This is an optimization exercise on Yosys and OpenROAD, whose aim is small area, a short achievable clock period and few clock cycles per item, not a production implementation. At most, simulation tests tie the RTL to the original design; equivalence was not proved. No functional check of the RTL was part of run 2.

==> flow/design.v (outline; a module is shown in full before it is edited, if it fits) <==
// module mult_benc: 8 lines
// module mult_enc: 6 lines
// module mult_xn2: 3 lines
// module mult_nor2: 3 lines
// module mult_ao: 3 lines
// module mult_fa: 4 lines
// module mult_fx: 6 lines
// module mult_x2: 3 lines
// module mult_mj: 3 lines
// module mult_ha: 4 lines
// module mult_pc_nnnnt: 6 lines
// module mult_pc_nnttn: 6 lines
// module mult_pc_ttnnt: 6 lines
// module mult_pc_ttttn: 6 lines
// module mult: 1212 lines
module mult(
  input  reset,
  input  clk,
  input  [31:0] a_in,
  input  [31:0] b_in,
  input  start,
  output logic [63:0] product,
  output logic done);
  // ...
==> flow/flow/run.sh <==
#!/bin/bash
set -euo pipefail
export BUFFER_PORTS_ARGS="-buffer_cell sky130_fd_sc_hd__buf_2"
bash standard.sh > standard_flow.log 2>&1
==> flow/standard.sh <==
#!/bin/bash
# synth_recipe.tcl (not shown) runs the flow's synth.tcl, then flattens the netlist and writes it again
# the make line also repeats each setting of config.mk as NAME=value (left out here)
make -C /OpenROAD-flow-scripts/flow DESIGN_CONFIG=/design/flow/config.mk WORK_HOME=/design/flow/orfs CLKGATE_MAP_FILE= SYNTH_SCRIPT=/design/flow/synth_recipe.tcl "${@:-finish}"
==> flow/config.mk <==
export PLATFORM = sky130hd
export DESIGN_NAME = mult
export DESIGN_NICKNAME = mult
export VERILOG_FILES = /design/flow/design.v
export SDC_FILE = /design/flow/constraint.sdc
export NUM_CORES = 4
export LEC_CHECK = 0
export CAP_MARGIN = 20
export CORE_MARGIN = 2
export CORE_UTILIZATION = 60
export GPL_TIMING_DRIVEN = 0
export PLACE_DENSITY = 0.75
export SETUP_SLACK_MARGIN = 0.1
export SLEW_MARGIN = 20
export SYNTH_HIERARCHICAL = 1
==> flow/constraint.sdc <==
create_clock -name core_clock -period 3.5 [get_ports {clk}]
set_input_delay 0.7000 -clock core_clock [delete_from_list [all_inputs] [get_ports {clk}]]
set_output_delay 0.7000 -clock core_clock [all_outputs]
set_load 0.01 [all_outputs]
==> flow_summary.ini, run 1 <==
[outcome]
outcome = finished clean

[timing]
whs_ns = 0.0418
fin_worst_skew_ns = 0.0211
hold_viol_final = 0
drv_slew = 0
finalCritPeriodShare_pct = 96.2
min_period_ns = 3.37

[synthesis]
syn_inst = 1845
syn_area_mm2 = 0.0171

[finish]
seq_cells = 160
multiInputGateArea_mm2 = 0.0139
multi_input_area_share_pct = 68.5
antennaDiodeCount = 0
bufAreaShareNonClock_pct = 8.30
ff_latch_area_mm2 = 0.00327
layout-drive-gt1-share_pct = 29.1
largest_register_ffs = 64
final_util_pct = 72.4

[die]
n_tap_cell = 378
start_util_pct = 61.3
rows = 61

[place]
dp.cells = 2354
pre_cts_ws_ns = -1.14
placed_area_mm2 = 0.0183
hpwl_mm = 38.2

[setup_path]
critPathSlowestCell = dfxtp_1
worstPathArrival_ns = 2.67
cp_max_fo = 3
r2r_start = etwo[4]
start_kind = flip-flop

[cts]
clock_path_buffers = 2
cts_setup_buffers = 32
cts_hold_buffers = 0

[global_route]
global_route.overflow_total = 0
Testbench counts, summed over its fixed seeds: cycles 9,600, items 2,400.
==> run 2: changes to the inputs <==
--- a/flow/design.v
+++ b/flow/design.v
@@ -7,16 +7,19 @@
   mult_ao u_a3 (.s(s), .x(x2), .e(en), .y(neg));
 endmodule
 module mult_enc(input x2, input x1, input x0, output one, output two);
   logic t;
   mult_x2 u_one (.a(x1), .b(x0), .y(one));
   mult_xn2 u_t (.a(x2), .b(x1), .y(t));
   mult_nor2 u_two (.a(one), .b(t), .y(two));
 endmodule
+module mult_and2(input a, input b, output y);
+  assign y = a & b;
+endmodule
 module mult_xn2(input a, input b, output y);
   assign y = ~(a ^ b);
 endmodule
 module mult_nor2(input a, input b, output y);
   assign y = ~(a | b);
 endmodule
 module mult_ao(input s, input x, input e, output y);
   assign y = e | (s & x);
@@ -172,17 +175,19 @@
   assign pp4[32:17] = (({1'b0, a_in[31:17]} & {16{one4[1]}}) | ({a_in[31:16]} & {16{two4[1]}})) ^ {16{neg4[1]}};
   assign pp5[16:0]  = (({a_in[16:0]} & {17{one5[0]}}) | ({a_in[15:0], 1'b0} & {17{two5[0]}})) ^ {17{neg5[0]}};
   assign pp5[32:17] = (({1'b0, a_in[31:17]} & {16{one5[1]}}) | ({a_in[31:16]} & {16{two5[1]}})) ^ {16{neg5[1]}};
   logic [63:0] sh_s, sh_c, init_s;
   assign sh_s = {s_reg[51:0], 12'b0};
   assign sh_c = {c_reg[51:0], 12'b0};
   assign init_s = 64'h0000005555555600;
   logic [63:0] c_init;
-  assign c_init = {24'b0, a_in & {32{b_in[31]}}, 8'b0};
+  logic b31s;
+  mult_and2 u_b31 (.a(start), .b(b_in[31]), .y(b31s));
+  assign c_init = {24'b0, a_in & {32{b31s}}, 8'b0};
   assign accs = start ? init_s : sh_s;
   assign accc = start ? c_init : sh_c;
   logic t1, t2;
   logic t3, t4;
   logic t5, t6;
   logic t7, t8;
   logic t9, t10;
   logic t11, t12;
==> run 2 against run 1 <==
  * Critical endpoint is now product[38]
  * Register-to-register slack about the same
  * Final area decreased by 0.31%
  * Clock skew shrank 0.0038 ns
  * Via count decreased by 0.55%
  * Worst setup slack got worse by 0.073 ns
  * Count of clock-buffer cells in the layout fell by 2
==> flow_summary.ini, run 2 <==
[route]
vias = 14500
highest_layer = met5
routed_wl_mm = 50.5
dr_wl_met3_mm = 3.24
drt_iter0_markers = 1006
dr.pass1.iters = 6
dr_wl_met2_mm = 25.2
wl_met1_mm = 18.6
drc = 0
vias_per_cell = 5.99
ant_nets = 0
wire_per_inst_um = 20.8

[synthesis]
syn_inst = 1846
syn_nets = 2119
yosys_warnings = 7
syn_area_mm2 = 0.0171
synth_area_per_cell_um2 = 9.28

[finish]
ff_latch_area_mm2 = 0.00325
multiInputGateArea_mm2 = 0.0139
antennaDiodeCount = 0
final_util_pct = 72.2
final_area_mm2 = 0.0202
syn2layout_area_growth_pct = 17.8
nNetsFinal = 2307
layout_common_cells = 230 x xnor2_1, 213 x xor2_1, 184 x a22oi_1, 153 x buf_2, 142 x dfxtp_1
fillers = 2220
layout-drive-gt1-share_pct = 28.7
largest_register_ffs = 64
final_common_cell = xnor2_1

[setup_path]
worstPathArrival_ns = 2.74
crit_top_cell = a21oi_4
path_cells = ha_4 -> a21oi_4 -> o21ai_4 -> a21oi_4 -> o21ai_4 -> buf_12 -> a21oi_4 -> buf_12 -> buf_4 -> o21ai_1 -> xor2_1 -> buf_2
r2r_start = eone[4]
critPathSlowestCell = dfxtp_4
reg2reg_depth = 9
rrSetupSlack_ns = 0.18
cp.required_ns = 2.80
end_kind = output port
crit_type = flip-flop to output port
r2r-end = s_reg[29]
cp_max_fo = 11
start_kind = flip-flop
slowest_delay_ns = 0.36

[timing]
timing.slew.headroom_pct = 59.3
hold_viol_final = 0
drv_slew = 0
worst_slew_pin_slew_ns = 0.593
fin_worst_skew_ns = 0.0173
setup_viol = 0
finalCritPeriodShare_pct = 98.3
min_period_ns = 3.44
rsz0062_at_grt = yes
fin_setup_tns_ns = 0
fmax_mhz = 291
whs_ns = 0.0375

[global_route]
global_route.overflow_total = 0
grt_pass1_vias = 14700
grt_max_degree = 33
grt_usage_pct = 32.8
grt_pass1_wl_mm = 77.6
grt_antenna_before_repair = 2

[die]
rows = 61
die_x_um = 173
io_pins = 132
die_y_um = 173
dieArea_mm2 = 0.0299
start_util_pct = 61.3
design.core.area_mm2 = 0.0279

[place]
hpwl_mm = 38.1
portBuffers = 131
place_congestion = 0.974
placed_area_mm2 = 0.0183

[cts]
clk_latency_ns = 0.45
cts_hold_buffers = 0
clock_path_buffers = 2
path_clk_slew_ns = 0.09
cts_tree = done
cts.sinks = 160
cts-root-buf = clkbuf_16
cts_htree_levels = 4
numCtsBuffers = 17

[hold_path]
hold_path.class = input port to asynchronous set/reset pin

[run]
maxCapViolCount = 0

[outcome]
outcome = finished clean
run 2: area by class of cell:
| type | instances | area share (%) |
|---|---|---|
| Inverter | 93 | 1.73 |
| Multi-Input combinational cell | 1477 | 68.7 |
| Buffer | 114 | 2.95 |
| Clock buffer | 17 | 2.11 |
| Clock inverter | 15 | 0.800 |
| Tap cell | 378 | 2.34 |
| Sequential cell | 160 | 16.1 |
| Timing Repair Buffer | 171 | 5.27 |
run 2: how the worst max path moves through the flow:
stage / start / end / slack, ns / cells past startpoint
5_1_grt: c_reg[9] / product[46] / -0.02 / 13
3_5_place_dp: start / s_reg[17] / -1.04 / 9
4_1_cts: s_reg[1] / product[36] / 0.04 / 12
3_3_place_gp: start / s_reg[17] / -1.03 / 9
2_1_floorplan: s_reg[1] / product[48] / 0.13 / 9
6_report: s_reg[1] / product[38] / 0.06 / 12
run 2: metrics by stage:
step | setup slack [ns] | instances
after floorplan | 0.132 | 1846
after global placement | -1.03 | 2355
after detailed placement | -1.04 | 2355
after CTS | 0.0438 | 2410
after global routing | -0.0226 | 2425
final | 0.0611 | 2425
run 2: worst max-delay path, delay by kind of cell, from the launching register on:
family | cells | cell delay (ns)
flops | 1 | 0.36
fa+ha+maj | 1 | 0.23
compound gates | 6 | 0.83
buf+inv | 4 | 0.62
xor+xnor | 1 | 0.24
run 2: per-layer routing:
metal / GRT usage (%) / vias up
li1: - / 6648
met1: 36.7 / 7053
met5: 0 / -
met2: 59.1 / 654
met4: 20.1 / 2
met3: 4.55 / 177
run 2: timing repair:
| item | 4_1_cts | 5_1_grt |
|---|---|---|
| endpoints found under the setup margin | 115 | 89 |
| setup buffers | 23 | 16 |
| pin swaps | 20 | 28 |
| endpoints found under the hold margin | 0 | 0 |
| cloned | 1 | 1 |
| resized for setup | 110 | 157 |

-- port drivers added, routing unchanged --
How much do the figures lean on ideal ports? The routed layouts below were timed once more, with nothing changed but the port constraints.
Step 1 sets driving cells, clkbuf_16 on the clock port and buf_2 on the other inputs (assumed; they add their load-dependent delay and slew).
Step 2 moves the port delays by t, midway between the first and last clock arrival at a register: inputs arrive t later, outputs are due t later. That takes back most of the time a late clock gives input paths.
Slacks: ideal / step 1 / step 2; pairs: ideal / step 1.
run	t, ns	slack for setup (ns)	latest minus earliest clock arrival (ns)	worst data-port slew with drivers (ns)	pins driven straight from the clock port
run 1	0.480	0.134 / 0.084 / -0.303	0.021 / 0.021	0.04	1
run 2	0.486	0.061 / 0.011 / -0.338	0.018 / 0.019	0.05	1
Met with ideal ports but missed after step 2: setup timing in run 1 and run 2. The setup slack of run 1, which loses most, moves by -0.050 ns with the drivers and by -0.437 ns with both steps.
